Context: an optimization exercise on an open-source flow, tuned for small area, a short achievable clock period and few clock cycles. The choices shown serve that exercise and are no tape-out recipe. Where RTL was checked, it was by simulation tests only, not by an equivalence proof against the original. Function not checked in run 4: the RTL went through the layout flow alone. Power figures rest on the tool's default switching activity, not on a simulated workload.

File: design/flow/config.mk
export PLATFORM = sky130hd
export DESIGN_NAME = SimpleCPU
export DESIGN_NICKNAME = SimpleCPU
export VERILOG_FILES = /design/flow/design.v
export SDC_FILE = /design/flow/constraint.sdc
export NUM_CORES = 4
export LEC_CHECK = 0
export ABC_AREA = 1
export CAP_MARGIN = 20
export CORE_MARGIN = 2
export CORE_UTILIZATION = 40
export SLEW_MARGIN = 20
File: design/flow/constraint.sdc
create_clock -name core_clock -period 11.0 [get_ports {clk}]
set_input_delay 2.2000 -clock core_clock [delete_from_list [all_inputs] [get_ports {clk}]]
set_output_delay 2.2000 -clock core_clock [all_outputs]
set_load 0.01 [all_outputs]
File: design/flow/design.v
module SimpleCPU(clk, rst, data_fromRAM, wrEn, addr_toRAM, data_toRAM);
input clk, rst;
input wire [31:0] data_fromRAM;
output reg wrEn;
output reg [9:0] addr_toRAM;
output reg [31:0] data_toRAM;    
localparam S_F0  = 4'd0,   
           S_F1  = 4'd1,   
           S_2   = 4'd2,   
           S_3   = 4'd3,   
           S_4   = 4'd4,   
           S_5   = 4'd5,   
           S_IT  = 4'd6,   
           S_J   = 4'd7,   
           S_BR  = 4'd8,   
           S_NFX = 4'd9,   
           S_NFL = 4'd10,  
           S_NFH = 4'd11;  
localparam OP_ADD = 4'd0, OP_ADDi = 4'd1, OP_NAND = 4'd2, OP_NANDi = 4'd3,
           OP_SRL = 4'd4, OP_SRLi = 4'd5, OP_LT = 4'd6, OP_LTi = 4'd7,
           OP_CP = 4'd8, OP_CPi = 4'd9, OP_CPI = 4'd10, OP_CPIi = 4'd11,
           OP_BZJ = 4'd12, OP_BZJi = 4'd13, OP_MUL = 4'd14, OP_MULi = 4'd15;
reg [3:0]  state;
reg        hz;           
reg [9:0]  pc;
reg [3:0]  op;
reg [9:0]  fa;           
reg [31:0] r2;           
reg [31:0] r3;           
reg        g32;          
reg        bz;           
reg        az;           
wire [31:0] d  = data_fromRAM;
wire [31:0] r1 = data_toRAM;
wire [9:0]  pc1 = pc + 10'd1;
wire st_f1  = state == S_F1;
wire st_2   = state == S_2;
wire st_3   = state == S_3;
wire st_4   = state == S_4;
wire st_5   = state == S_5;
wire st_it  = state == S_IT;
wire st_j   = state == S_J;
wire st_br  = state == S_BR;
wire st_nfx = state == S_NFX;
wire st_nfl = state == S_NFL;
wire st_nf  = state == S_NFX || state == S_NFL || state == S_NFH;
wire op_mul  = op[3:1] == 3'b111;
wire op_alu  = ~op[3];                  
wire op_imm  = op[0];
wire op_srl  = op[3:1] == 3'b010;
wire [32:0] sum;
add32 adder (.a(r1), .b(r2), .s(sum));
wire        lt   = sum[32];
wire        srl_last = g32 | (r2[4:1] == 4'd0);
wire        srl_nz   = ~g32 & (r2[4:0] != 5'd0);
wire r3hz = (r3[31:1] == 31'd0);
wire r2lz = (r2[30:0] == 31'd0);
wire r2z  = r2lz & ~r2[31];
wire mul_last = r3hz | r2lz;
wire jz   = st_j & az;
wire take = (st_f1 & ~hz) | (st_br & ~bz) | jz;
reg [3:0] state_n;
reg       nf;            
always @(*) begin
	nf = 1'b0;
	state_n = state;
	case (state)
	S_F0: state_n = S_F1;
	S_F1: state_n = hz ? S_F0 : S_2;
	S_2:  if (op == OP_CPi) begin nf = 1'b1; state_n = S_NFX; end    
	      else state_n = S_3;
	S_3:  case (op)
		OP_ADDi, OP_NANDi, OP_LTi: begin nf = 1'b1; state_n = S_NFX; end
		OP_SRLi: if (srl_last) begin nf = 1'b1; state_n = S_NFX; end
		         else state_n = S_IT;
		OP_MULi: state_n = S_IT;
		OP_BZJi: state_n = S_J;
		OP_CPIi, OP_CP: begin nf = 1'b1; state_n = S_NFL; end
		default: state_n = S_4;  
	      endcase
	S_4:  case (op)
		OP_SRL: state_n = S_IT;
		OP_MUL: if (r2z) begin nf = 1'b1; state_n = S_NFH; end
		        else state_n = S_IT;
		OP_CPI: state_n = S_5;
		OP_BZJ: state_n = S_BR;
		default: begin nf = 1'b1; state_n = S_NFX; end  
	      endcase
	S_5:  begin nf = 1'b1; state_n = S_NFL; end
	S_IT: if (op[3] ? mul_last : srl_last) begin nf = 1'b1; state_n = S_NFH; end
	S_J:  state_n = jz ? S_2 : S_F0;
	S_BR: state_n = bz ? S_F1 : S_2;
	S_NFX, S_NFL, S_NFH: state_n = S_F1;
	default: state_n = S_F0;
	endcase
end
wire nf_bzj = st_3 & (op == OP_BZJ);
wire pc_inc = nf | nf_bzj;
always @(posedge clk) begin
	if (rst) begin
		state <= S_F0;
		pc <= 10'd0;
		addr_toRAM <= 10'd0;
		wrEn <= 1'b0;
		hz <= 1'b0;
	end else begin
		state <= state_n;
		wrEn <= st_nf;
		hz <= st_nf & (fa == pc);
		if (pc_inc) pc <= pc1;
		else if (st_j | (st_br & bz)) pc <= sum[9:0];
		if (take) addr_toRAM <= d[23:14];
		else if (pc_inc) addr_toRAM <= pc1;
		else if (st_2) addr_toRAM <= r2[9:0];
		else if (st_4 & (op == OP_CPI)) addr_toRAM <= d[9:0];
		else if (st_4 | st_j) addr_toRAM <= sum[9:0];    
		else addr_toRAM <= fa;                            
	end
end
wire op_lt   = ~op[3] & op[2] & op[1];
wire sel_zero = (st_2 & (op_mul | op == OP_BZJ | op == OP_CPi)) | ((st_nfx | st_it) & op_srl & g32);
wire sel_nd   = st_3 & op_lt;
wire sel_d    = (st_3 & ((op_alu & ~op_lt) | op == OP_BZJi)) | st_nfl;
wire sel_sum  = (st_nfx & op[2:1] == 2'b00) | (st_it & op[3] & r3[0]);
wire sel_nand = st_nfx & op[2:1] == 2'b01;
wire sel_lt   = st_nfx & op[2:1] == 2'b11;
wire sel_shr  = (st_nfx | st_it) & op_srl & srl_nz;
wire r1_en = sel_zero | sel_nd | sel_d | sel_sum | sel_nand | sel_lt | sel_shr;
wire [31:0] r1_n = ({32{sel_d}} & d) |
                   ({32{sel_nd}} & ~d) | ({32{sel_sum}} & sum[31:0]) |
                   ({32{sel_nand}} & ~(r1 & r2)) | {31'd0, sel_lt & lt} |
                   ({32{sel_shr}} & {1'b0, r1[31:1]});
wire s2_imm = take;
wire s2_d   = (st_3 & (op_mul | op == OP_BZJ)) | (st_4 & op_alu);
wire s2_shl = st_it & op[3];
wire s2_dec = st_it & ~op[3] & srl_nz;
wire s2_keep = ~(s2_imm | s2_d | s2_shl | s2_dec);
wire [31:0] r2_n = ({32{s2_d}} & d) | ({32{s2_imm}} & {18'd0, d[13:0]}) |
                   ({32{s2_shl}} & {r2[30:0], 1'b0}) |
                   ({32{s2_dec}} & {r2[31:5], r2[4:0] - 5'd1}) |
                   ({32{s2_keep}} & r2);
wire fa_cpii = st_3 & (op == OP_CPIi);
wire fa_keep = ~(take | fa_cpii);
always @(posedge clk) begin
	op <= ({4{take}} & d[31:28]) | ({4{~take}} & op);
	fa <= ({10{take}} & d[23:14]) | ({10{fa_cpii}} & d[9:0]) | ({10{fa_keep}} & fa);
	data_toRAM <= r1_n | ({32{~r1_en}} & r1);
	r2 <= r2_n;
	g32 <= (take & |d[13:5]) | (st_4 & |d[31:5]) | (~take & ~st_4 & g32);
	bz  <= (st_4 & (d == 32'd0)) | (~st_4 & bz);
	az  <= (st_3 & (d[9:0] == 10'd0)) | (~st_3 & az);
	if (st_4) r3 <= d;
	else if (st_3) r3 <= {18'd0, r2[13:0]};
	else r3 <= {1'b0, r3[31:1]};
end
endmodule
module add32(input [31:0] a, input [31:0] b, output [32:0] s);
  wire [31:0] p0 = a ^ b, g0 = a & b;
  wire [31:0] g1, p1, g2, p2, g3, p3, g4, p4, g5, p5, c;
  genvar i;
  generate for (i = 0; i < 32; i = i + 1) begin : l1
    if (i % 2 == 1) begin
      assign g1[i] = g0[i] | p0[i] & g0[i-1]; assign p1[i] = p0[i] & p0[i-1];
    end else begin
      assign g1[i] = g0[i]; assign p1[i] = p0[i];
    end
  end endgenerate
  generate for (i = 0; i < 32; i = i + 1) begin : l2
    if (i % 4 == 3) begin
      assign g2[i] = g1[i] | p1[i] & g1[i-2]; assign p2[i] = p1[i] & p1[i-2];
    end else begin
      assign g2[i] = g1[i]; assign p2[i] = p1[i];
    end
  end endgenerate
  generate for (i = 0; i < 32; i = i + 1) begin : l3
    if (i % 8 == 7) begin
      assign g3[i] = g2[i] | p2[i] & g2[i-4]; assign p3[i] = p2[i] & p2[i-4];
    end else begin
      assign g3[i] = g2[i]; assign p3[i] = p2[i];
    end
  end endgenerate
  generate for (i = 0; i < 32; i = i + 1) begin : l4
    if (i % 16 == 15) begin
      assign g4[i] = g3[i] | p3[i] & g3[i-8]; assign p4[i] = p3[i] & p3[i-8];
    end else begin
      assign g4[i] = g3[i]; assign p4[i] = p3[i];
    end
  end endgenerate
  generate for (i = 0; i < 32; i = i + 1) begin : l5
    if (i == 31) begin
      assign g5[i] = g4[i] | p4[i] & g4[i-16]; assign p5[i] = p4[i] & p4[i-16];
    end else begin
      assign g5[i] = g4[i]; assign p5[i] = p4[i];
    end
  end endgenerate
  generate for (i = 0; i < 32; i = i + 1) begin : dn
    if (i == 0 || i == 1 || i == 3 || i == 7 || i == 15 || i == 31)
      assign c[i] = g5[i];
    else if (i == 23)
      assign c[i] = g5[i] | p5[i] & c[15];
    else if (i % 8 == 7)
      assign c[i] = g5[i] | p5[i] & c[i-8];
    else if (i % 4 == 3)
      assign c[i] = g5[i] | p5[i] & c[i-4];
    else if (i % 2 == 1)
      assign c[i] = g5[i] | p5[i] & c[i-2];
    else
      assign c[i] = g0[i] | p0[i] & c[i-1];
  end endgenerate
  assign s[0] = p0[0];
  generate for (i = 1; i < 32; i = i + 1) begin : so
    assign s[i] = p0[i] ^ c[i-1];
  end endgenerate
  assign s[32] = c[31];
endmodule
File: design/flow/flow/run.sh
#!/bin/bash
# The standard layout, with plain buffers instead of delay cells on the ports,
# and timing repair aimed at a shorter period than the clock's.
set -euo pipefail
export BUFFER_PORTS_ARGS="-buffer_cell sky130_fd_sc_hd__buf_2"
export SETUP_SLACK_MARGIN=8.15
bash standard.sh > standard.log 2>&1
File: design/flow/standard.sh
#!/bin/bash
# synth_recipe.tcl (not shown) runs the flow's synth.tcl, then flattens the netlist and writes it again
# the make line also repeats each setting of config.mk as NAME=value (left out here)
make -C /OpenROAD-flow-scripts/flow DESIGN_CONFIG=/design/flow/config.mk WORK_HOME=/design/flow/orfs CLKGATE_MAP_FILE= SYNTH_SCRIPT=/design/flow/synth_recipe.tcl "${@:-finish}"
==> results by group, run 1 <==
Logic synthesis
  – Yosys cell types: 54
  – Synth Area in Compound Gates: 24.8%
  – Syn avg cell area: 7.32 µm²
  – Mux contribution to synthesized area: 0%
  – Synth Flop Type: dfxtp_1
  – Synth Cell Area: 8570 µm²
  – XOR/XNOR Fraction of Synth Area: 3.27%
  – Post-synthesis register bit count: 139
  – Synthesized Nets: 1,254
  – FFs w/ async S/R, synth: 0%
  – Simple-gate portion of the synthesized area: 20.2%
  – Main combinational cell family by area after synthesis: compound AO/OA/AOI/OAI gates
  – Ys Warns: 1
  – Post-Syn Instances: 1,170
  – Post-Synth Adder-Cell Area: 8.71%
  – Post-synth EDFFs: 6
  – Seq/Total Area, Yosys: 33.2%

Pwr
  – Switching part of the total: 41.0%
  – Power share of the sequential group: 28.8%
  – Leak Pwr: 0.00488 µW
  – Int Pwr: 1740 µW
  – Gate power share: 51.1%
  – Clock power frac: 20.2%
  – Worst VDD drop: 127 µV
  – Sw power: 1200 µW
  – Pwr dens: 265 nW/µm²

Timing
  – Total negative setup slack: 0 ps
  – Setup violators final: 0
  – Max Fclk: 0.320 GHz
  – Worst Clk Skew: 11.7 ps
  – Final Slew Violations: 0
  – Transition time of the tightest slew-check pin: 857 ps
  – Final Hold Viols: 0
  – Unrepaired setup endpoints after global routing: true
  – Relative max-transition margin: 42.8%
  – Final min period: 3130 ps
  – Period utilisation layout: 28.4%

Die
  – Core area: 21,000 µm²
  – Die Ht: 150 µm
  – Die width: 150 µm
  – Die area: 22,600 µm²
  – Rows: 53
  – Starting Density: 40.7%
  – I/O pin cnt: 77

Final layout
  – Share of cells above drive strength 1: 26.6%
  – Area Overhead vs Synth: 29.3%
  – Cell Count, Final, Fillers Out: 1,576
  – # diodes: 0
  – NumNets Final: 1,372

Critical path
  – Crit path launch: data_toRAM[0]
  – Worst EP arrival: 3440 ps
  – RR Endpoint: data_toRAM[27]
  – Setup CP Type: flop to flop
  – Worst R2R Path Depth: 19
  – CP startpoint kind: flop
  – CP endpoint: data_toRAM[27]
  – CP Capture Type: flop
  – CP max FO: 4
  – Critical R2R Launch: data_toRAM[0]
  – R2r setup slk: 7870 ps
  – WP data required: 11,310 ps

Clocking
  – CTS max path bufs: 2
  – Clock sink count: 139
  – Total CTS buffers: 17
  – Skew-Pair Late Insertion Delay: 440 ps
  – CTS tree: built
  – Root buf cell: clkbuf_16
  – H-tree levels: 4
  – Worst-path clk slew: 70 ps

Route
  – WL per Instance: 18.6 µm
  – Residual DRC count: 0
  – TritonRoute pass-1 iters: 5
  – Total wire length: 29,400 µm
  – Via Count: 8,913
  – Via density: 5.66
  – Post-DRT Antenna Nets: 0
  – DR iter-0 viols: 765

Global routing
  – Largest net degree at the start of global routing: 48
  – First-pass GRT wire length: 46,100 µm
  – Tot GR Track Use: 26.2%
  – Via count of the first global-routing pass: 8,613
  – Total gr overflow: 0
  – Initial antenna violation count: 0

Placement
  – Dpl hpwl: 19,900 µm
  – Placed Cells: 1,478
  – Port bufs: 76
  – GP Congestion: 0.953

Run status
  – Status: no timing/DRC/antenna violations

Run
  – Max cap viols: 0

Hold path
  – Hold WC Path Type: flop to flop
[cell families (layout without fill, tap and decap cells)]
family	after synthesis	count (layout)
and+or+nand+nor	392	393
buffers and inverters	211	341
AOI/OAI and AO/OA	346	346
DFF	139	139
xor gates and xnor gates	32	32
adders and majority gates	50	50
[power groups by stage]
stage               Clock (µW)  Sequential [µW]  Combinational [µW]
detailed placement           0              839                1070
global placement             0              839                1060
finish                     593              845                1500
floorplan                    0              828                 749
global route               617              865                1630
CTS                        600              838                1350
[synthesized netlist by cell type, drive strengths merged, types with 2 or more instances]
cell type / instances / area [µm²]
nand4: 27 / 169
inv: 162 / 611
a221oi: 3 / 26.3
o22ai: 60 / 389
o221ai: 10 / 87.6
nor3: 17 / 96.4
nand2: 174 / 658
o211ai: 6 / 45.0
edfxtp: 6 / 180
or2: 2 / 12.5
a21boi: 2 / 26.3
xnor2: 15 / 131
a21o: 4 / 30.0
o21ai: 130 / 677
a31oi: 3 / 33.8
a211oi: 25 / 188
nor4: 3 / 18.8
nor2: 100 / 403
fa: 16 / 320
clkbuf: 30 / 114
ha: 34 / 425
buf: 19 / 115
a21oi: 68 / 344
dfxtp: 133 / 2660
nand3: 65 / 343
a22oi: 30 / 225
xor2: 17 / 149
[state kept, by name, indices dropped and copies added (netlist names), named ones only]
signal and count:
wrEn 1, state 4, g32 1, r2 32
pc 10, fa 10, data_toRAM 32, hz 1
r3 32, addr_toRAM 10
[metrics by stage]
stage | setup slack [ps] | hold WS, ps | util [%] | instance area, µm² | power (µW)
5_1_grt | 7790 | 494 | 52.7 | 11100 | 3120
6_report | 7870 | 468 | 52.7 | 11100 | 2940
2_1_floorplan | 8060 | 445 | - | 8670 | 1580
3_5_place_dp | 7540 | 462 | 43.9 | 9220 | 1910
3_3_place_gp | 7480 | 455 | 43.9 | 9220 | 1900
4_1_cts | 7890 | 470 | 50.6 | 10600 | 2790
[critical path, stage by stage (launching register included)]
cell      delay (ps)
dfxtp_4          350
buf_12           120
ha_4             150
fa_2             330
inv_2             90
nor2_2            50
a211oi_2         290
o21ai_2          140
nand3_1          100
nand2_2          100
nand2_2           90
nand2_4           80
buf_4            140
nand3_2           50
nand2_2           50
fa_2             360
xnor2_2          140
o22ai_1           80
a211oi_1         180
o21ai_1           90
[cells in the final DEF (no fill, tap or decap), types with 7 or more instances in the layout]
cell type,count
a21oi_2,12
dfxtp_4,8
nor2_1,90
o22ai_1,58
dfxtp_2,28
nand2_2,9
fa_2,10
nor2_2,7
xnor2_1,8
nand2_1,163
buf_6,46
nand4_1,27
a22oi_1,30
inv_1,132
dfxtp_1,97
nand3_1,58
a21oi_1,54
o21ai_2,19
buf_4,65
inv_2,18
buf_2,34
nor3_1,13
o221ai_1,9
xor2_1,17
clkbuf_16,18
o21ai_0,46
o21ai_1,65
a211oi_1,20
ha_1,31
[worst min path at each step]
stage / startpoint / endpoint / slack [ps] / cells after the start
final: r3[24] / r3[23] / 470 / 2
after floorplan: r3[31] / r3[30] / 450 / 2
after detailed placement: r3[24] / r3[23] / 460 / 2
after CTS: r3[24] / r3[23] / 470 / 2
after global routing: r3[15] / r3[14] / 490 / 2
after global placement: r3[15] / r3[14] / 460 / 2
[final cells by class]
type                    count  area, µm²
flip-flops and latches    139       2910
multi-input cells         821       5320
clock inverters            12        135
clock buffers              20        458
well taps                 275        344
inverters                 162        697
repair buffers            147       1220
fillers                  2007       9940
[what timing repair did]
item,4_1_cts,5_1_grt
pin swaps,32,42
buffers inserted,44,21
hold buffers,0,0
gates cloned,1,0
endpoints found under the setup margin,100,127
resized for setup,121,78
[metal layers]
| metal | share of wire [%] | global-route usage, % |
|---|---|---|
| met4 | 3.0 | 9.01 |
| met5 | 0 | 0 |
| met1 | 45 | 35.8 |
| met3 | 7.3 | 5.39 |
| met2 | 45 | 41.1 |
Testbench counts, summed over its fixed seeds: cycles 252,232.
==> run 2, diff against run 1 <==
--- a/design/flow/flow/run.sh
+++ b/design/flow/flow/run.sh
@@ -5,3 +5,3 @@
 export BUFFER_PORTS_ARGS="-buffer_cell sky130_fd_sc_hd__buf_2"
-export SETUP_SLACK_MARGIN=8.15
+export SETUP_SLACK_MARGIN=8.0
 bash standard.sh > standard.log 2>&1
==> run 2 against run 1 <==
Compared with the run above: sequential cell count unchanged; largest power group unchanged; critical endpoint is now data_toRAM[1]; count of clock-buffer cells in the layout is 2 higher; global-route usage is 0.29 points lower; highest routed layer unchanged.
==> results by group, run 2 <==
Die
  – Core area: 21,000 µm² (unchanged)
  – Die Ht: 150 µm (unchanged)
  – Starting Density: 40.7% (unchanged)
  – Rows: 53 (unchanged)
  – Die width: 150 µm (unchanged)
  – I/O pin cnt: 77 (unchanged)
  – Die area: 22,600 µm² (unchanged)

Pwr
  – Worst VDD drop: 144 µV (was 127 µV)
  – Switching part of the total: 39.2% (was 41.0%)
  – Leak Pwr: 0.00493 µW (was 0.00488 µW)
  – Pwr dens: 264 nW/µm² (was 265 nW/µm²)
  – Int Pwr: 1780 µW (was 1740 µW)
  – Total power: 2930 µW (was 2940 µW)
  – Gate power share: 47.7% (was 51.1%)
  – Sw power: 1150 µW (was 1200 µW)
  – Power share of the sequential group: 28.6% (was 28.8%)
  – Clock power frac: 23.7% (was 20.2%)

Clocking
  – Root buf cell: clkbuf_16 (unchanged)
  – H-tree levels: 4 (unchanged)
  – CTS tree: built (unchanged)
  – Worst-path clk slew: 60 ps (was 70 ps)
  – Total CTS buffers: 17 (unchanged)
  – Clock sink count: 139 (unchanged)
  – CTS max path bufs: 2 (unchanged)
  – Count of hold-fix buffers inserted at cts: 0 (unchanged)
  – Skew-Pair Late Insertion Delay: 430 ps (was 440 ps)

Logic synthesis
  – Synth Cell Area: 8570 µm² (unchanged)
  – Yosys cell types: 54 (unchanged)
  – XOR/XNOR Fraction of Synth Area: 3.27% (unchanged)
  – Most common cell in the synthesized netlist: nand2_1 (unchanged)
  – Synth Flop Type: dfxtp_1 (unchanged)
  – Synth Area in Compound Gates: 24.8% (unchanged)
  – Post-Synth Adder-Cell Area: 8.71% (unchanged)
  – Synth top area share: 31.1% (unchanged)
  – Post-synth EDFFs: 6 (unchanged)
  – Synthesized Nets: 1,254 (unchanged)
  – Mux contribution to synthesized area: 0% (unchanged)
  – Dominant cells by area after synthesis: dfxtp_1, nand2_1, inv_1 (unchanged)
  – Main combinational cell family by area after synthesis: compound AO/OA/AOI/OAI gates (unchanged)
  – Simple-gate portion of the synthesized area: 20.2% (unchanged)
  – FFs w/ async S/R, synth: 0% (unchanged)
  – Cell taking the most area after synthesis: dfxtp_1 (unchanged)
  – Post-Syn Instances: 1,170 (unchanged)
  – Syn avg cell area: 7.32 µm² (unchanged)
  – Ys Warns: 1 (unchanged)
  – Seq/Total Area, Yosys: 33.2% (unchanged)
  – Synth cell count leaders: nand2_1, inv_1, dfxtp_1 (unchanged)
  – Post-synthesis register bit count: 139 (unchanged)

Critical path
  – R2r setup slk: 8020 ps (was 7870 ps)
  – Critical path's largest stage delay: 360 ps (about the same)
  – CP cell instances: buf_6 (was buf_12 > ha_4 > fa_2 > inv_2 > nor2_2 > a211oi_2 > o21ai_2 > nand3_1 > nand2_2 > nand2_2 > nand2_4 > buf_4 > nand3_2 > nand2_2 > fa_2 > xnor2_2 > o22ai_1 > a211oi_1 > o21ai_1)
  – Worst R2R Path Depth: 17 (was 19)
  – Buffering stage count on the worst path with inverters included: 1 (was 3)
  – Critical R2R Launch: data_toRAM[0] (unchanged)
  – CP max FO: 3 (was 4)
  – Setup CP Type: flop to output port (was flop to flop)
  – CP startpoint kind: flop (unchanged)
  – Slowest-stage cell, CP: dfxtp_4 (was fa_2)
  – RR Endpoint: data_toRAM[28] (was data_toRAM[27])
  – Critical path's top delay family: flip-flops (was adder cells)
  – Worst EP arrival: 910 ps (was 3440 ps)
  – CP Capture Type: output port (was flop)
  – WP data required: 8800 ps (was 11,310 ps)

Timing
  – Final Hold Viols: 0 (unchanged)
  – Worst Clk Skew: 7.53 ps (was 11.7 ps)
  – Transition time of the tightest slew-check pin: 835 ps (was 857 ps)
  – Final Slew Violations: 0 (unchanged)
  – Period utilisation layout: 28.2% (was 28.4%)
  – Relative max-transition margin: 44.2% (was 42.8%)
  – Max Fclk: 0.322 GHz (was 0.320 GHz)
  – Total negative setup slack: 0 ps (unchanged)
  – Unrepaired setup endpoints after global routing: true (unchanged)
  – Setup violators final: 0 (unchanged)
  – Final min period: 3110 ps (was 3130 ps)

Route
  – Residual DRC count: 0 (unchanged)
  – Total wire length: 29,000 µm (was 29,400 µm)
  – Via Count: 8,883 (was 8,913)
  – DR iter-0 viols: 782 (was 765)
  – Via density: 5.60 (was 5.66)
  – Post-DRT Antenna Nets: 0 (unchanged)
  – WL per Instance: 18.3 µm (was 18.6 µm)
  – TritonRoute pass-1 iters: 5 (unchanged)

Final layout
  – NumNets Final: 1,382 (was 1,372)
  – Share of cells above drive strength 1: 24.6% (was 26.6%)
  – Commonest non-fill, non-tap cell in the layout: nand2_1 (unchanged)
  – # fillers: 1,999 (was 2,007)
  – Regs by FF count: data_toRAM: 32 flops, r2: 32 flops, r3: 32 flops (unchanged)
  – # diodes: 0 (unchanged)
  – Most frequent cells in the layout: nand2_1, inv_1, dfxtp_1, nor2_1, buf_4 (was nand2_1, inv_1, dfxtp_1, nor2_1)
  – Area Overhead vs Synth: 29.5% (was 29.3%)

Hold path
  – Hold WC Path Type: flop to flop (unchanged)
  – Worst Hold Launch: r3[15] (was r3[24])
  – Hold depth: 2 (unchanged)
  – Hold worst-path end: r3[14] (was r3[23])

Run status
  – Status: no timing/DRC/antenna violations (unchanged)

Global routing
  – Tot GR Track Use: 25.9% (was 26.2%)
  – Via count of the first global-routing pass: 8,581 (was 8,613)
  – Largest net degree at the start of global routing: 48 (unchanged)
  – Initial antenna violation count: 0 (unchanged)
  – Total gr overflow: 0 (unchanged)
  – First-pass GRT wire length: 45,700 µm (was 46,100 µm)

Placement
  – Dpl hpwl: 20,000 µm (was 19,900 µm)
  – GP Congestion: 0.911 (was 0.953)
  – Port bufs: 76 (unchanged)

Run
  – Max cap viols: 0 (unchanged)
## run 2: cell counts after synthesis
Identical to the previous run, type by type.
## run 2: metrics by stage
stage	util, %	setup WS [ps]	hold WS (ps)	instance area (µm²)	cells
2_1_floorplan	-	8010	445	8580	1170
3_3_place_gp	43.4	7210	459	9120	1478
3_5_place_dp	43.4	7260	458	9120	1478
4_1_cts	50.9	7880	468	10700	1572
5_1_grt	52.8	7880	503	11100	1585
6_report	52.8	7890	470	11100	1585
## run 2: per-layer routing
layer	GRT usage (%)	up-vias	share of wire, %
li1	-	4305	-
met1	34.5	4186	44
met3	4.64	67	6.2
met5	0	-	0
met4	10.6	0	3.2
met2	41.5	325	46
## run 2: worst max-delay path by stage
stage                          start       endpoint  slack (ps)  depth (start not counted)
global placement    data_fromRAM[24]            g32        7210                          7
finish                 data_toRAM[1]  data_toRAM[1]        7890                          1
floorplan           data_fromRAM[28]            g32        8010                          6
CTS                    data_toRAM[1]  data_toRAM[1]        7880                          1
global route           data_toRAM[1]  data_toRAM[1]        7880                          1
detailed placement  data_fromRAM[25]            g32        7260                          7
## run 2: layout make-up
| cell class | instances | area, µm² | share of cell area [%] |
|---|---|---|---|
| multi-input combinational | 821 | 5200 | 46.9 |
| sequential | 139 | 2900 | 26.2 |
| timing repair buffer | 157 | 1330 | 11.9 |
| inverter | 162 | 621 | 5.60 |
| clock buffer | 22 | 495 | 4.47 |
| tap | 275 | 344 | 3.10 |
| clock inverter | 9 | 206 | 1.86 |
## run 2: kinds of logic after synthesis
kind of cell | after synthesis
flops | 139
buf+inv | 211
fa+ha+maj | 50
simple gates | 392
compound gates | 346
xor+xnor | 32
## run 2: what timing repair did
| item | CTS | global route |
|---|---|---|
| gates cloned | 1 | 0 |
| gates resized for setup | 118 | 70 |
| setup endpoints to repair | 87 | 125 |
| buffers inserted | 62 | 13 |
| pin swaps | 22 | 35 |
## run 2: power by group through the flow
stage | Combinational [µW] | Clock [µW] | Sequential [µW]
3_5_place_dp | 1070 | 0 | 835
3_3_place_gp | 1060 | 0 | 833
2_1_floorplan | 745 | 0 | 827
5_1_grt | 1540 | 721 | 858
6_report | 1400 | 694 | 837
4_1_cts | 1270 | 698 | 831
==> run 3, diff against run 2 <==
--- a/design/flow/flow/run.sh
+++ b/design/flow/flow/run.sh
@@ -5,3 +5,3 @@
 export BUFFER_PORTS_ARGS="-buffer_cell sky130_fd_sc_hd__buf_2"
-export SETUP_SLACK_MARGIN=8.0
+export SETUP_SLACK_MARGIN=7.7
 bash standard.sh > standard.log 2>&1
==> run 3 against run 2 <==
Compared with the run above: combinational power down 21%; die area unchanged; critical path depth unchanged; count of clock-buffer cells in the layout down 1; register-to-register slack worse by 130 ps; synthesized area unchanged; sequential power down 1%; power down 14%; non-clock buffer count down 73; clock skew up 5.4 ps; via count down 4.5%; still clean on timing, DRC and antenna.
==> results by group, run 3 <==
Timing
  – Fin worst setup slack: 7730 ps (was 7890 ps)
  – Relative max-transition margin: 43.5% (was 44.2%)
  – Max Fclk: 0.306 GHz (was 0.322 GHz)
  – Total negative setup slack: 0 ps (unchanged)
  – Final Hold Viols: 0 (unchanged)
  – Worst Clk Skew: 12.9 ps (was 7.53 ps)
  – Final Slew Violations: 0 (unchanged)
  – Setup violators final: 0 (unchanged)
  – Transition time of the tightest slew-check pin: 847 ps (was 835 ps)
  – Period utilisation layout: 29.7% (was 28.2%)
  – Unrepaired setup endpoints after global routing: true (unchanged)
  – Final min period: 3270 ps (was 3110 ps)

Critical path
  – Slowest-stage cell, CP: dfxtp_1 (was dfxtp_4)
  – CP max FO: 4 (was 3)
  – CP Capture Type: output port (unchanged)
  – WP data required: 8800 ps (about the same)
  – CP startpoint kind: flop (unchanged)
  – Worst EP arrival: 1070 ps (was 910 ps)
  – CP cell instances: buf_2 (was buf_6)
  – Setup CP Type: flop to output port (unchanged)
  – Buffering stage count on the worst path with inverters included: 1 (unchanged)
  – Critical path's largest stage delay: 440 ps (was 360 ps)
  – Critical path's top delay family: flip-flops (unchanged)

Clocking
  – Root buf cell: clkbuf_16 (unchanged)
  – Clock sink count: 139 (unchanged)
  – Skew-Pair Late Insertion Delay: 430 ps (about the same)
  – Total CTS buffers: 17 (unchanged)
  – H-tree levels: 4 (unchanged)
  – Worst-path clk slew: 60 ps (about the same)
  – CTS tree: built (unchanged)
  – CTS max path bufs: 2 (unchanged)

Logic synthesis
  – Synth Cell Area: 8570 µm² (unchanged)
  – Synthesized Nets: 1,254 (unchanged)
  – Dominant cells by area after synthesis: dfxtp_1, nand2_1, inv_1 (unchanged)
  – Yosys cell types: 54 (unchanged)
  – Ys Warns: 1 (unchanged)
  – Synth Flop Type: dfxtp_1 (unchanged)
  – Post-synthesis register bit count: 139 (unchanged)
  – Post-Syn Instances: 1,170 (unchanged)
  – Seq/Total Area, Yosys: 33.2% (unchanged)
  – Synth cell count leaders: nand2_1, inv_1, dfxtp_1 (unchanged)
  – Cell taking the most area after synthesis: dfxtp_1 (unchanged)
  – FFs w/ async S/R, synth: 0% (unchanged)
  – Most common cell in the synthesized netlist: nand2_1 (unchanged)
  – Synth top area share: 31.1% (unchanged)
  – Syn avg cell area: 7.32 µm² (unchanged)
  – Post-synth EDFFs: 6 (unchanged)

Run
  – Max cap viols: 0 (unchanged)

Pwr
  – Pwr dens: 257 nW/µm² (was 264 nW/µm²)
  – Leak Pwr: 0.00438 µW (was 0.00493 µW)
  – Worst VDD drop: 118 µV (was 144 µV)

Placement
  – Port bufs: 76 (unchanged)
  – Pre-CTS setup slack: 7180 ps (was 7260 ps)
  – GP Congestion: 0.916 (was 0.911)
  – Dpl hpwl: 19,700 µm (was 20,000 µm)

Final layout
  – Share of cells above drive strength 1: 13.7% (was 24.6%)
  – Area Overhead vs Synth: 14.3% (was 29.5%)
  – Regs by FF count: data_toRAM: 32 flops, r2: 32 flops, r3: 32 flops (unchanged)
  – # diodes: 0 (unchanged)
  – NumNets Final: 1,308 (was 1,382)
  – Most frequent cells in the layout: nand2_1, inv_1, dfxtp_1, nor2_1, buf_2 (was nand2_1, inv_1, dfxtp_1, nor2_1, buf_4)
  – End-of-flow core utilization: 46.6% (was 52.8%)
  – # fillers: 2,134 (was 1,999)
  – Commonest non-fill, non-tap cell in the layout: nand2_1 (unchanged)

Route
  – Total wire length: 27,000 µm (was 29,000 µm)
  – DR iter-0 viols: 649 (was 782)
  – Residual DRC count: 0 (unchanged)
  – TritonRoute pass-1 iters: 5 (unchanged)
  – Via Count: 8,482 (was 8,883)
  – WL per Instance: 17.9 µm (was 18.3 µm)
  – Via density: 5.61 (was 5.60)
  – Post-DRT Antenna Nets: 0 (unchanged)

Global routing
  – Largest net degree at the start of global routing: 48 (unchanged)
  – Tot GR Track Use: 24.4% (was 25.9%)
  – First-pass GRT wire length: 43,100 µm (was 45,700 µm)
  – Via count of the first global-routing pass: 8,017 (was 8,581)
  – Total gr overflow: 0 (unchanged)
  – Initial antenna violation count: 0 (unchanged)

Die
  – Starting Density: 40.7% (unchanged)
  – Core area: 21,000 µm² (unchanged)
  – I/O pin cnt: 77 (unchanged)
  – Die width: 150 µm (unchanged)
  – Die Ht: 150 µm (unchanged)
  – Rows: 53 (unchanged)
  – Die area: 22,600 µm² (unchanged)

Hold path
  – Hold WC Path Type: flop to flop (unchanged)

Run status
  – Status: no timing/DRC/antenna violations (unchanged)
## run 3: cell counts after synthesis
No cell type changed its count.
## run 3: what timing repair did
item                       4_1_cts  5_1_grt
pin swaps                        1        9
buffers inserted                 1        2
setup endpoints to repair       14       19
hold buffers                     0        0
gates resized for setup          6       14
## run 3: routing by layer
metal	track usage, %	routed length, µm
met5	0	0
met1	33.3	12300
met3	4.52	1600
met2	39.3	12500
met4	7.41	556
## run 3: worst paths after layout
path,slack [ps],start,end,cells past startpoint
worst max-delay path,7730,data_toRAM[1],data_toRAM[1],1
worst min-delay path,470,r3[15],r3[14],2
worst max register to register,7890,r2[0],addr_toRAM[7],19
worst min register to register,470,r3[15],r3[14],2
## run 3: worst reg2reg max path, cell delays in order (launching register included)
cell	delay [ps]
dfxtp_1	380
ha_2	210
fa_2	200
inv_2	40
nor2_1	140
a211oi_2	70
buf_4	140
buf_4	130
o21bai_1	120
inv_1	70
fa_1	380
xnor2_1	400
nand2_1	100
nand3_1	90
nand3_1	80
o21ai_0	90
nand4_1	110
nand2_1	110
nand2_1	50
a21oi_1	140
## run 3: final cells by class
| cell class | count | area, µm² | share of cell area [%] |
|---|---|---|---|
| clock inverters | 11 | 116 | 1.19 |
| flip-flops and latches | 139 | 2840 | 29.0 |
| multi-input cells | 820 | 4960 | 50.7 |
| clock buffers | 21 | 470 | 4.81 |
| repair buffers | 84 | 440 | 4.50 |
| well taps | 275 | 344 | 3.51 |
| inverters | 162 | 611 | 6.24 |
## run 3: cells by family (layout without fill, tap and decap cells)
group	count (synthesis)	count (layout)	synth area share, %
AOI/OAI and AO/OA	346	346	24.8
adders and majority gates	50	50	8.71
DFF	139	139	33.2
xor gates and xnor gates	32	32	3.27
and+or+nand+nor	392	392	20.2
buffers and inverters	211	278	9.80
## run 3: report_power, final
group	switching [µW]	internal (µW)
logic	682	427
registers	147	680
clock network	232	351
## run 3: per-stage QoR
stage	std cells	cell area [µm²]	hold slack, ps	total power (µW)
after global routing	1512	9790	493	2700
after detailed placement	1477	9110	459	1900
after global placement	1477	9110	456	1890
final	1512	9790	467	2520
after CTS	1510	9720	471	2500
after floorplan	1170	8570	445	1570
==> run 4, diff against run 3 <==
--- a/design/flow/design.v
+++ b/design/flow/design.v
@@ -30,3 +30,2 @@
 reg        g32;          
-reg        bz;           
 reg        az;           
@@ -59,2 +58,3 @@
 wire mul_last = r3hz | r2lz;
+wire bz   = r3hz & ~r3[0];             
 wire jz   = st_j & az;
@@ -98,2 +98,10 @@
 wire pc_inc = nf | nf_bzj;
+wire pc_jmp = ~pc_inc & (st_j | (st_br & bz));
+wire pc_keep = ~pc_inc & ~pc_jmp;
+wire a_a   = take;
+wire a_pc1 = ~take & pc_inc;
+wire a_b   = ~take & ~pc_inc & st_2;
+wire a_ind = ~take & ~pc_inc & st_4 & (op == OP_CPI);
+wire a_sum = ~take & ~pc_inc & ~(st_4 & (op == OP_CPI)) & (st_4 | st_j);
+wire a_fa  = ~(a_a | a_pc1 | a_b | a_ind | a_sum);
 always @(posedge clk) begin
@@ -109,10 +117,5 @@
 		hz <= st_nf & (fa == pc);
-		if (pc_inc) pc <= pc1;
-		else if (st_j | (st_br & bz)) pc <= sum[9:0];
-		if (take) addr_toRAM <= d[23:14];
-		else if (pc_inc) addr_toRAM <= pc1;
-		else if (st_2) addr_toRAM <= r2[9:0];
-		else if (st_4 & (op == OP_CPI)) addr_toRAM <= d[9:0];
-		else if (st_4 | st_j) addr_toRAM <= sum[9:0];    
-		else addr_toRAM <= fa;                            
+		pc <= ({10{pc_inc}} & pc1) | ({10{pc_jmp}} & sum[9:0]) | ({10{pc_keep}} & pc);
+		addr_toRAM <= ({10{a_a}} & d[23:14]) | ({10{a_pc1}} & pc1) | ({10{a_b}} & r2[9:0]) |
+		              ({10{a_ind}} & d[9:0]) | ({10{a_sum}} & sum[9:0]) | ({10{a_fa}} & fa);
 	end
@@ -149,7 +152,5 @@
 	g32 <= (take & |d[13:5]) | (st_4 & |d[31:5]) | (~take & ~st_4 & g32);
-	bz  <= (st_4 & (d == 32'd0)) | (~st_4 & bz);
 	az  <= (st_3 & (d[9:0] == 10'd0)) | (~st_3 & az);
-	if (st_4) r3 <= d;
-	else if (st_3) r3 <= {18'd0, r2[13:0]};
-	else r3 <= {1'b0, r3[31:1]};
+	r3 <= ({32{st_4}} & d) | ({32{st_3}} & {18'd0, r2[13:0]}) |
+	      ({32{~st_3 & ~st_4}} & {1'b0, r3[31:1]});
 end
--- a/design/flow/flow/run.sh
+++ b/design/flow/flow/run.sh
@@ -5,3 +5,3 @@
 export BUFFER_PORTS_ARGS="-buffer_cell sky130_fd_sc_hd__buf_2"
-export SETUP_SLACK_MARGIN=7.7
+export SETUP_SLACK_MARGIN=7.75
 bash standard.sh > standard.log 2>&1
==> run 4 against run 3 <==
Compared with the run above: sequential power hardly changed; core utilization is 1.6 points higher; still clean on timing, DRC and antenna; global-route usage is 0.44 points higher; clock skew is 1.4 ps lower; largest cell class unchanged; register-to-register slack hardly changed; die area is 2.4% lower; cell count is 2.6% lower; cell area is 0.29% higher.
==> results by group, run 4 <==
Clocking
  – Worst-path clk slew: 60 ps (about the same)
  – CTS max path bufs: 2 (unchanged)
  – Total CTS buffers: 17 (unchanged)
  – H-tree levels: 4 (unchanged)
  – CTS tree: built (unchanged)
  – Skew-Pair Late Insertion Delay: 430 ps (about the same)
  – Root buf cell: clkbuf_16 (unchanged)
  – Clock sink count: 138 (was 139)

Timing
  – Unrepaired setup endpoints after global routing: true (unchanged)
  – Setup violators final: 0 (unchanged)
  – Transition time of the tightest slew-check pin: 979 ps (was 847 ps)
  – Final min period: 3260 ps (was 3270 ps)
  – Final Hold Viols: 0 (unchanged)
  – Final Slew Violations: 0 (unchanged)
  – Worst Clk Skew: 11.5 ps (was 12.9 ps)
  – Relative max-transition margin: 34.3% (was 43.5%)
  – Total negative setup slack: 0 ps (unchanged)
  – Hold_ws: 461 ps (was 467 ps)
  – Max Fclk: 0.307 GHz (was 0.306 GHz)
  – Period utilisation layout: 29.6% (was 29.7%)

Hold path
  – Hold WC Path Type: flop to flop (unchanged)

Logic synthesis
  – Dominant cells by area after synthesis: dfxtp_1, nand2_1, inv_1 (unchanged)
  – Post-Syn Instances: 1,128 (was 1,170)
  – Post-synth EDFFs: 5 (was 6)
  – Synth top area share: 31.9% (was 31.1%)
  – Synth Cell Area: 8350 µm² (was 8570 µm²)
  – Cell taking the most area after synthesis: dfxtp_1 (unchanged)
  – Ys Warns: 1 (unchanged)
  – Syn avg cell area: 7.41 µm² (was 7.32 µm²)
  – Post-synthesis register bit count: 138 (was 139)
  – Most common cell in the synthesized netlist: nand2_1 (unchanged)
  – Yosys cell types: 46 (was 54)
  – Synthesized Nets: 1,213 (was 1,254)
  – Synth Flop Type: dfxtp_1 (unchanged)
  – Seq/Total Area, Yosys: 33.7% (was 33.2%)
  – Synth cell count leaders: nand2_1, inv_1, dfxtp_1 (unchanged)
  – FFs w/ async S/R, synth: 0% (unchanged)

Final layout
  – Most frequent cells in the layout: nand2_1, inv_1, dfxtp_1, nand3_1, nor2_1 (was nand2_1, inv_1, dfxtp_1, nor2_1, buf_2)
  – # diodes: 0 (unchanged)
  – NumNets Final: 1,276 (was 1,308)
  – Share of cells above drive strength 1: 15.6% (was 13.7%)
  – Commonest non-fill, non-tap cell in the layout: nand2_1 (unchanged)
  – Regs by FF count: data_toRAM: 32 flops, r2: 32 flops, r3: 32 flops (unchanged)
  – Area Overhead vs Synth: 17.5% (was 14.3%)
  – End-of-flow core utilization: 48.2% (was 46.6%)
  – Design Area, Final: 9820 µm² (was 9790 µm²)

Route
  – Residual DRC count: 0 (unchanged)
  – TritonRoute pass-1 iters: 6 (was 5)
  – Via Count: 8,309 (was 8,482)
  – WL per Instance: 18.4 µm (was 17.9 µm)
  – DR iter-0 viols: 646 (was 649)
  – Total wire length: 27,100 µm (was 27,000 µm)
  – Via density: 5.64 (was 5.61)
  – Post-DRT Antenna Nets: 0 (unchanged)

Pwr
  – Worst VDD drop: 141 µV (was 118 µV)
  – Total power: 2460 µW (was 2520 µW)
  – Pwr dens: 251 nW/µm² (was 257 nW/µm²)
  – Leak Pwr: 0.00438 µW (about the same)

Placement
  – GP Congestion: 0.920 (was 0.916)
  – Dpl hpwl: 19,500 µm (was 19,700 µm)
  – Port bufs: 76 (unchanged)
  – Dpl cell area: 8910 µm² (was 9110 µm²)

Critical path
  – Setup CP Type: flop to output port (unchanged)
  – Worst R2R Path Depth: 17 (was 19)
  – RR Endpoint: data_toRAM[22] (was addr_toRAM[7])
  – Levels on crit path: 1 (unchanged)
  – Critical path's largest stage delay: 450 ps (was 440 ps)
  – R2r setup slk: 7880 ps (was 7890 ps)
  – Worst EP arrival: 1060 ps (was 1070 ps)
  – Crit path launch: data_toRAM[22] (was data_toRAM[1])
  – Buffering stage count on the worst path with inverters included: 1 (unchanged)
  – CP max FO: 5 (was 4)
  – CP cell instances: buf_2 (unchanged)
  – Slowest-stage cell, CP: dfxtp_1 (unchanged)
  – CP Capture Type: output port (unchanged)
  – Critical path's top delay family: flip-flops (unchanged)
  – CP startpoint kind: flop (unchanged)
  – CP endpoint: data_toRAM[22] (was data_toRAM[1])
  – WP data required: 8800 ps (about the same)
  – Critical R2R Launch: data_toRAM[0] (was r2[0])

Die
  – Core area: 20,400 µm² (was 21,000 µm²)
  – I/O pin cnt: 77 (unchanged)
  – Rows: 52 (was 53)
  – Starting Density: 41.0% (was 40.7%)
  – Die width: 149 µm (was 150 µm)
  – Die area: 22,100 µm² (was 22,600 µm²)
  – Die Ht: 149 µm (was 150 µm)

Global routing
  – Tot GR Track Use: 24.8% (was 24.4%)
  – Initial antenna violation count: 0 (unchanged)
  – First-pass GRT wire length: 43,000 µm (was 43,100 µm)
  – Via count of the first global-routing pass: 8,009 (was 8,017)
  – Largest net degree at the start of global routing: 65 (was 48)
  – Total gr overflow: 0 (unchanged)

Run
  – Max cap viols: 0 (unchanged)

Run status
  – Status: no timing/DRC/antenna violations (unchanged)
[run 4: changes by cell type after synthesis, moves of 13 or more]
cell      before  now
o21ai_0       63   41
o211ai_1       6   28
nand2_1      172  201
a211oi_1      25    2
o221ai_1      10   31
o21ai_1       60   24
a31oi_1        2   20
nand3_1       63   85
o22ai_1       59   21
a21oi_1       67   37
a221oi_1       3   16
[run 4: report_power, final]
group	total, µW	switching, µW	internal [µW]
Combinational	971	605	366
Clock	664	230	434
Sequential	825	157	668
[run 4: layout make-up]
class	count	area [µm²]
Clock buffer	22	495
Clock inverter	9	183
Fill cell	2069	10500
Inverter	164	622
Multi-Input combinational cell	779	4850
Sequential cell	138	2830
Tap cell	270	338
Timing Repair Buffer	91	500
[run 4: logic make-up after synthesis]
| logic type | count (synthesis) | share of synthesized area [%] |
|---|---|---|
| simple gates | 432 | 22.8 |
| compound gates | 267 | 21.6 |
| buf+inv | 211 | 9.80 |
| flops | 138 | 33.7 |
| fa+ha+maj | 51 | 9.08 |
| xor+xnor | 29 | 3.04 |
[run 4: timing repair]
item | CTS | global route
endpoints found under the setup margin | 42 | 42
gates cloned | 0 | 0
pin swaps | 6 | 16
setup buffers | 4 | 6
hold buffers | 0 | 0
resized for setup | 16 | 36
[run 4: through the flow]
stage	worst slack, ps	cells
after detailed placement	7220	1431
final	7740	1473
after global placement	7320	1431
after floorplan	7700	1128
after CTS	7670	1466
after global routing	7670	1473
[run 4: routing by layer]
| metal | track usage (%) | routed length [µm] | vias to the layer above |
|---|---|---|---|
| met1 | 33.9 | 12200 | 3870 |
| met2 | 39.5 | 12300 | 306 |
| met4 | 8.00 | 723 | 0 |
| li1 | - | - | 4079 |
| met5 | 0 | 0 | - |
| met3 | 5.15 | 1830 | 54 |
[run 4: worst register-to-register path, cell delays in order, from the launching register on]
cell and delay, ps:
dfxtp_4 360, ha_4 130, inv_2 40, fa_2 400, inv_2 70, a21oi_2 50, o21ai_2 180, a31oi_4 130
o21ai_4 200, nand2_2 90, nand2_4 90, inv_1 70, nor2_1 80, nor2_1 70, o21ai_1 160, fa_1 460
a221oi_2 280, o211ai_1 110
[run 4: worst min-delay path by stage]
stage	slack [ps]	depth (start not counted)	to	startpoint
global route	480	2	r3[14]	r3[15]
finish	460	2	r3[14]	r3[15]
floorplan	450	2	r3[14]	r3[15]
CTS	460	2	r3[14]	r3[15]
detailed placement	460	2	r3[14]	r3[15]
global placement	450	2	r3[18]	r3[19]
==> run 5, diff against run 4 <==
--- a/design/flow/design.v
+++ b/design/flow/design.v
@@ -30,2 +30,3 @@
 reg        g32;          
+reg        bz;           
 reg        az;           
@@ -58,3 +59,2 @@
 wire mul_last = r3hz | r2lz;
-wire bz   = r3hz & ~r3[0];             
 wire jz   = st_j & az;
@@ -152,2 +152,3 @@
 	g32 <= (take & |d[13:5]) | (st_4 & |d[31:5]) | (~take & ~st_4 & g32);
+	bz  <= (st_4 & (d == 32'd0)) | (~st_4 & bz);
 	az  <= (st_3 & (d[9:0] == 10'd0)) | (~st_3 & az);
--- a/design/flow/config.mk
+++ b/design/flow/config.mk
@@ -11,2 +11,3 @@
 export CORE_UTILIZATION = 40
+export PLACE_DENSITY = 0.5
 export SLEW_MARGIN = 20
==> run 5 against run 4 <==
Compared with the run above: core utilization down 0.74 points; non-clock buffer count down 5; wire length up 9.4%; die area up 0.40%; combinational power up 6%; via count down 2.4%; critical path type unchanged; highest routed layer unchanged.
==> results by group, run 5 <==
Run status
  – Status: no timing/DRC/antenna violations (unchanged)

Logic synthesis
  – Post-Synth Adder-Cell Area: 9.04% (was 9.08%)
  – Main combinational cell family by area after synthesis: simple AND/OR/NAND/NOR gates (unchanged)
  – Ys Warns: 1 (unchanged)
  – Simple-gate portion of the synthesized area: 22.2% (was 22.8%)
  – Post-synth EDFFs: 6 (was 5)
  – Seq/Total Area, Yosys: 33.9% (was 33.7%)
  – Synth Cell Area: 8390 µm² (was 8350 µm²)
  – Syn avg cell area: 7.63 µm² (was 7.41 µm²)
  – Dominant cells by area after synthesis: dfxtp_1, nand2_1, inv_1 (unchanged)
  – FFs w/ async S/R, synth: 0% (unchanged)
  – Most common cell in the synthesized netlist: nand2_1 (unchanged)
  – XOR/XNOR Fraction of Synth Area: 3.03% (was 3.04%)
  – Synth cell count leaders: nand2_1, inv_1, dfxtp_1 (unchanged)
  – Post-Syn Instances: 1,099 (was 1,128)
  – Mux contribution to synthesized area: 0% (unchanged)
  – Post-synthesis register bit count: 139 (was 138)
  – Synthesized Nets: 1,184 (was 1,213)
  – Cell taking the most area after synthesis: dfxtp_1 (unchanged)
  – Yosys cell types: 57 (was 46)
  – Synth Area in Compound Gates: 21.9% (was 21.6%)
  – Synth Flop Type: dfxtp_1 (unchanged)
  – Synth top area share: 31.7% (was 31.9%)

Global routing
  – Total gr overflow: 0 (unchanged)
  – Via count of the first global-routing pass: 7,959 (was 8,009)
  – First-pass GRT wire length: 46,400 µm (was 43,000 µm)
  – Largest net degree at the start of global routing: 32 (was 65)
  – Tot GR Track Use: 27.5% (was 24.8%)
  – Initial antenna violation count: 0 (unchanged)

Critical path
  – Critical path's top delay family: flip-flops (unchanged)
  – Critical path's largest stage delay: 430 ps (was 450 ps)
  – Slowest-stage cell, CP: dfxtp_1 (unchanged)
  – CP cell instances: buf_2 (unchanged)
  – CP Capture Type: output port (unchanged)
  – Buffering stage count on the worst path with inverters included: 1 (unchanged)
  – WP data required: 8800 ps (about the same)
  – CP max FO: 4 (was 5)
  – CP startpoint kind: flop (unchanged)
  – Worst EP arrival: 1030 ps (was 1060 ps)
  – Setup CP Type: flop to output port (unchanged)

Die
  – Rows: 52 (unchanged)
  – Core area: 20,400 µm² (about the same)
  – Die Ht: 149 µm (about the same)
  – Die area: 22,100 µm² (about the same)
  – I/O pin cnt: 77 (unchanged)
  – Die width: 149 µm (about the same)
  – Starting Density: 41.1% (was 41.0%)

Route
  – Post-DRT Antenna Nets: 0 (unchanged)
  – Total wire length: 29,600 µm (was 27,100 µm)
  – Via Count: 8,113 (was 8,309)
  – WL per Instance: 20.5 µm (was 18.4 µm)
  – Via density: 5.62 (was 5.64)
  – DR iter-0 viols: 641 (was 646)
  – TritonRoute pass-1 iters: 5 (was 6)
  – Residual DRC count: 0 (unchanged)

Pwr
  – Power share of the sequential group: 33.4% (was 33.5%)
  – Sw power: 1040 µW (was 992 µW)
  – Int Pwr: 1450 µW (was 1470 µW)
  – Leak Pwr: 0.00434 µW (was 0.00438 µW)
  – Gate power share: 41.1% (was 39.5%)
  – Pwr dens: 257 nW/µm² (was 251 nW/µm²)
  – Clock power frac: 25.5% (was 27.0%)
  – Total power: 2490 µW (was 2460 µW)
  – Worst VDD drop: 139 µV (was 141 µV)
  – Switching part of the total: 41.7% (was 40.3%)

Timing
  – Max Fclk: 0.310 GHz (was 0.307 GHz)
  – Setup violators final: 0 (unchanged)
  – Period utilisation layout: 29.4% (was 29.6%)
  – Transition time of the tightest slew-check pin: 934 ps (was 979 ps)
  – Final min period: 3230 ps (was 3260 ps)
  – Total negative setup slack: 0 ps (unchanged)
  – Hold_ws: 461 ps (about the same)
  – Unrepaired setup endpoints after global routing: true (unchanged)
  – Final Slew Violations: 0 (unchanged)
  – Worst Clk Skew: 14.6 ps (was 11.5 ps)
  – Fin worst setup slack: 7770 ps (was 7740 ps)
  – Final Hold Viols: 0 (unchanged)
  – Relative max-transition margin: 37.6% (was 34.3%)

Final layout
  – Area Overhead vs Synth: 15.6% (was 17.5%)
  – Share of cells above drive strength 1: 16.2% (was 15.6%)
  – End-of-flow core utilization: 47.5% (was 48.2%)
  – # diodes: 0 (unchanged)
  – Most frequent cells in the layout: nand2_1, inv_1, dfxtp_1, nor2_1, buf_2 (was nand2_1, inv_1, dfxtp_1, nand3_1, nor2_1)
  – Commonest non-fill, non-tap cell in the layout: nand2_1 (unchanged)
  – NumNets Final: 1,246 (was 1,276)
  – Regs by FF count: data_toRAM: 32 flops, r2: 32 flops, r3: 32 flops (unchanged)

Hold path
  – Hold WC Path Type: flop to flop (unchanged)

Clocking
  – H-tree levels: 4 (unchanged)
  – Clock sink count: 139 (was 138)
  – Worst-path clk slew: 60 ps (about the same)
  – Total CTS buffers: 17 (unchanged)
  – CTS tree: built (unchanged)
  – Skew-Pair Late Insertion Delay: 440 ps (was 430 ps)
  – Root buf cell: clkbuf_16 (unchanged)
  – CTS max path bufs: 2 (unchanged)

Run
  – Max cap viols: 0 (unchanged)

Placement
  – GP Congestion: 0.875 (was 0.920)
  – Port bufs: 76 (unchanged)
  – Dpl hpwl: 21,400 µm (was 19,500 µm)
  – Pre-CTS setup slack: 7450 ps (was 7220 ps)
[run 5: cells by family (layout without fill, tap and decap cells)]
group                    count (synthesis)  count (layout)
XOR/XNOR                                29              29
flip-flops                             139             139
AND/OR/NAND/NOR                        406             407
AO/OA/AOI/OAI                          264             264
adder cells (fa/ha/maj)                 51              51
buffers and inverters                  210             284
[run 5: routing by layer]
layer  part of all wire [%]  track usage [%]  wire, µm
met5                      0                0         0
met4                    1.1             7.00       340
met3                    6.3             4.86      1880
met2                     46             43.6     13500
met1                     47             39.0     13900
[run 5: final timing paths]
path	slack (ps)	cells after the start	endpoint	start
min	460	2	r3[14]	r3[15]
min reg2reg	460	2	r3[14]	r3[15]
max reg2reg	7880	17	data_toRAM[15]	data_toRAM[0]
max	7770	1	data_toRAM[31]	data_toRAM[31]
[run 5: cell type report]
cell class                 instances  area, µm²
clock buffer                      20        437
clock inverter                    12        196
fill                            2125      10700
inverter                         166        626
multi-input combinational        751       4790
sequential                       139       2860
tap                              270        338
timing repair buffer              86        455
[run 5: power by group through the flow]
stage	clock [µW]	combinational, µW	sequential, µW
2_1_floorplan	0	656	817
3_3_place_gp	0	995	834
3_5_place_dp	0	982	834
4_1_cts	641	993	826
5_1_grt	665	1150	855
6_report	635	1030	833
[run 5: through the flow]
stage / instance area [µm²] / cells
floorplan: 8390 / 1099
global placement: 8940 / 1406
detailed placement: 8940 / 1406
CTS: 9610 / 1441
global route: 9700 / 1444
finish: 9700 / 1444
[run 5: repair_timing]
item / 4_1_cts / 5_1_grt
hold buffers: 0 / 0
pin swaps: 2 / 7
gates resized for setup: 11 / 17
setup buffers: 2 / 3
endpoints found under the setup margin: 36 / 29
cloned: 1 / 0
Testbench counts of run 5, summed over its fixed seeds: cycles 252,232.
==> run 6, diff against run 5 <==
--- a/design/flow/config.mk
+++ b/design/flow/config.mk
@@ -10,4 +10,3 @@
 export CORE_MARGIN = 2
-export CORE_UTILIZATION = 40
-export PLACE_DENSITY = 0.5
+export CORE_UTILIZATION = 50
 export SLEW_MARGIN = 20
==> run 6 against run 5 <==
Compared with the run above: cell count fell by 3.2%; critical path type unchanged; power down 2.6%; cell area decreased by 0.63%; clock skew fell by 5.9 ps; die area fell by 19%; sequential power shrank 0.8%; highest routed layer unchanged; first-iteration DRC count grew 12%; wire length fell by 6.1%; worst hold slack gained 1.6 ps; global-route usage rose by 4.3 points; via count increased by 2.2%; largest power group unchanged; core utilization increased by 11 points.
==> results by group, run 6 <==
Critical path
  – CP Capture Type: output port (unchanged)
  – CP cell instances: buf_2 (unchanged)
  – CP endpoint: data_toRAM[2] (was data_toRAM[31])
  – RR Endpoint: data_toRAM[15] (unchanged)
  – CP startpoint kind: flop (unchanged)
  – CP max FO: 4 (unchanged)
  – Worst R2R Path Depth: 17 (unchanged)
  – Buffering stage count on the worst path with inverters included: 1 (unchanged)
  – Critical path's top delay family: flip-flops (unchanged)
  – R2r setup slk: 7860 ps (was 7880 ps)
  – WP data required: 8800 ps (about the same)
  – Critical path's largest stage delay: 420 ps (was 430 ps)
  – Crit path launch: data_toRAM[2] (was data_toRAM[31])
  – Levels on crit path: 1 (unchanged)
  – Setup CP Type: flop to output port (unchanged)
  – Slowest-stage cell, CP: dfxtp_1 (unchanged)
  – Critical R2R Launch: r2[0] (was data_toRAM[0])
  – Worst EP arrival: 1030 ps (about the same)

Hold path
  – Hold WC Path Type: flop to flop (unchanged)
  – Worst Hold Launch: r3[15] (unchanged)

Pwr
  – Worst VDD drop: 129 µV (was 139 µV)
  – Total power: 2430 µW (was 2490 µW)
  – Pwr dens: 252 nW/µm² (was 257 nW/µm²)
  – Leak Pwr: 0.00436 µW (was 0.00434 µW)

Die
  – Die Ht: 134 µm (was 149 µm)
  – Rows: 47 (was 52)
  – Die area: 17,800 µm² (was 22,100 µm²)
  – Core area: 16,500 µm² (was 20,400 µm²)
  – Starting Density: 50.9% (was 41.1%)
  – I/O pin cnt: 77 (unchanged)
  – Die width: 134 µm (was 149 µm)

Final layout
  – FF+latch area: 2860 µm² (unchanged)
  – Area occupied by multi-input gates: 4800 µm² (was 4790 µm²)
  – NumNets Final: 1,250 (was 1,246)
  – # diodes: 0 (unchanged)
  – # fillers: 1,602 (was 2,125)
  – Commonest non-fill, non-tap cell in the layout: nand2_1 (unchanged)
  – Share of cells above drive strength 1: 16.9% (was 16.2%)
  – Area Overhead vs Synth: 14.9% (was 15.6%)
  – Most frequent cells in the layout: nand2_1, inv_1, dfxtp_1, nor2_1, buf_2 (unchanged)
  – Regs by FF count: data_toRAM: 32 flops, r2: 32 flops, r3: 32 flops (unchanged)

Logic synthesis
  – Post-synthesis register bit count: 139 (unchanged)
  – Ys Warns: 1 (unchanged)
  – Yosys cell types: 57 (unchanged)
  – Synth Cell Area: 8390 µm² (unchanged)
  – Dominant cells by area after synthesis: dfxtp_1, nand2_1, inv_1 (unchanged)
  – Seq/Total Area, Yosys: 33.9% (unchanged)
  – Syn avg cell area: 7.63 µm² (unchanged)
  – Most common cell in the synthesized netlist: nand2_1 (unchanged)
  – Post-Syn Instances: 1,099 (unchanged)
  – Post-synth EDFFs: 6 (unchanged)
  – Synth Flop Type: dfxtp_1 (unchanged)
  – FFs w/ async S/R, synth: 0% (unchanged)
  – Synthesized Nets: 1,184 (unchanged)
  – Synth cell count leaders: nand2_1, inv_1, dfxtp_1 (unchanged)
  – Cell taking the most area after synthesis: dfxtp_1 (unchanged)
  – Synth top area share: 31.7% (unchanged)

Placement
  – Dpl hpwl: 20,000 µm (was 21,400 µm)
  – Pre-CTS setup slack: 7380 ps (was 7450 ps)
  – GP Congestion: 0.919 (was 0.875)
  – Port bufs: 76 (unchanged)

Clocking
  – Root buf cell: clkbuf_16 (unchanged)
  – Total CTS buffers: 17 (unchanged)
  – Clock sink count: 139 (unchanged)
  – H-tree levels: 4 (unchanged)
  – CTS tree: built (unchanged)
  – CTS max path bufs: 2 (unchanged)
  – Skew-Pair Late Insertion Delay: 430 ps (was 440 ps)
  – Worst-path clk slew: 60 ps (about the same)

Route
  – Post-DRT Antenna Nets: 0 (unchanged)
  – Total wire length: 27,800 µm (was 29,600 µm)
  – Met1 Wirelength: 12,200 µm (was 13,900 µm)
  – Met3 WL: 1910 µm (was 1880 µm)
  – Via Count: 8,294 (was 8,113)
  – DR iter-0 viols: 716 (was 641)
  – Routed met2 length: 13,000 µm (was 13,500 µm)
  – Top Layer Used: met4 (unchanged)
  – Via density: 5.93 (was 5.62)
  – WL per Instance: 19.9 µm (was 20.5 µm)
  – Residual DRC count: 0 (unchanged)
  – TritonRoute pass-1 iters: 5 (unchanged)

Timing
  – Hold_ws: 463 ps (was 461 ps)
  – Final Hold Viols: 0 (unchanged)
  – Final Slew Violations: 0 (unchanged)
  – Setup violators final: 0 (unchanged)
  – Worst Clk Skew: 8.74 ps (was 14.6 ps)
  – Period utilisation layout: 29.3% (was 29.4%)
  – Max Fclk: 0.310 GHz (about the same)
  – Unrepaired setup endpoints after global routing: true (unchanged)
  – Transition time of the tightest slew-check pin: 969 ps (was 934 ps)
  – Relative max-transition margin: 35.3% (was 37.6%)
  – Fin worst setup slack: 7770 ps (about the same)
  – Final min period: 3230 ps (about the same)
  – Total negative setup slack: 0 ps (unchanged)

Global routing
  – Tot GR Track Use: 31.9% (was 27.5%)
  – First-pass GRT wire length: 43,800 µm (was 46,400 µm)
  – Total gr overflow: 0 (unchanged)
  – Largest net degree at the start of global routing: 32 (unchanged)
  – Via count of the first global-routing pass: 7,890 (was 7,959)
  – Initial antenna violation count: 0 (unchanged)

Run
  – Max cap viols: 0 (unchanged)

Run status
  – Status: no timing/DRC/antenna violations (unchanged)
## run 6: cell count changes in the layout (fill, tap and decap cells not counted), moves of 2 or more
cell	previous run	this run
buf_4	10	13
clkinv_2	2	4
clkbuf_16	17	19
bufinv_16	5	1
clkbuf_8	0	2
## run 6: metrics by stage
| stage | std cells | util (%) | area, µm² |
|---|---|---|---|
| after floorplan | 1099 | - | 8390 |
| after global placement | 1356 | 53.9 | 8870 |
| after detailed placement | 1356 | 53.9 | 8870 |
| after CTS | 1391 | 57.7 | 9510 |
| after global routing | 1398 | 58.5 | 9640 |
| final | 1398 | 58.5 | 9640 |
## run 6: cell type report
type / instances / share of cell area (%)
sequential: 139 / 29.6
timing repair buffer: 90 / 5.11
clock inverter: 9 / 0.844
multi-input combinational: 751 / 49.8
tap: 220 / 2.86
clock buffer: 23 / 5.30
inverter: 166 / 6.49
## run 6: layer usage
layer / up-vias / GRT usage (%)
li1: 3973 / -
met1: 3917 / 42.7
met2: 356 / 52.0
met3: 48 / 5.18
met4: 0 / 11.6
met5: - / 0
## run 6: worst min-delay path by stage
stage                   to  slack [ps]  cells after the start
floorplan           r3[16]         430                      2
global placement     r3[9]         450                      2
detailed placement   r3[4]         450                      2
CTS                 r3[22]         470                      1
global route         r3[2]         480                      2
finish              r3[14]         460                      2
## run 6: worst register-to-register path: cells and delay by family (launching register included)
kind | cells | cell delay (ps)
flip-flops | 1 | 340
adder cells (fa/ha/maj) | 3 | 910
AO/OA/AOI/OAI | 8 | 1280
XOR/XNOR | 1 | 140
AND/OR/NAND/NOR | 2 | 170
buffers and inverters | 3 | 170
## run 6: kinds of logic after synthesis
logic type                 synth area share, %
and+or+nand+nor                           22.2
DFF                                       33.9
AOI/OAI and AO/OA                         21.9
buffers and inverters                     9.97
adders and majority gates                 9.04
xor gates and xnor gates                  3.03
## run 6: repair_timing
item,4_1_cts,5_1_grt
endpoints found under the hold margin,0,0
hold buffers,0,0
gates cloned,1,0
pin swaps,2,9
resized for setup,11,21
endpoints found under the setup margin,32,26
buffers inserted,2,6
## run 6: report_power, final
part	internal [µW]	total, µW	switching, µW
clock network	350	581	231
registers	675	826	151
logic	379	1020	642

[separate check: timing with driven ports]
Ports are ideal in the flow. The routed layouts listed here were re-timed in OpenROAD. Step 1 sets driving cells, clkbuf_16 on the clock port and buf_2 on the other inputs (assumed; they add their load-dependent delay and slew). Step 2 moves the port delays by t, midway between the first and last clock arrival at a register: inputs arrive t later, outputs are due t later. That takes back most of the time a late clock gives input paths. Slacks: no drivers / after step 1 / after step 2; pairs: no drivers / after step 1.
| run | t (ns) | setup WS [ns] | worst data-port slew with drivers (ns) |
|---|---|---|---|
| run 1 | 0.476 | 7.873 / 7.845 / 7.632 | 0.05 |
| run 2 | 0.473 | 7.894 / 7.847 / 7.520 | 0.05 |
| run 3 | 0.475 | 7.729 / 7.682 / 7.430 | 0.03 |
| run 4 | 0.472 | 7.740 / 7.695 / 7.390 | 0.04 |
| run 5 | 0.480 | 7.770 / 7.720 / 7.484 | 0.03 |
| run 6 | 0.473 | 7.774 / 7.730 / 7.534 | 0.03 |
After both steps setup and hold are still met in every run listed. The setup slack of run 2, which loses most, moves by -0.047 ns with the drivers and by -0.374 ns with both steps.
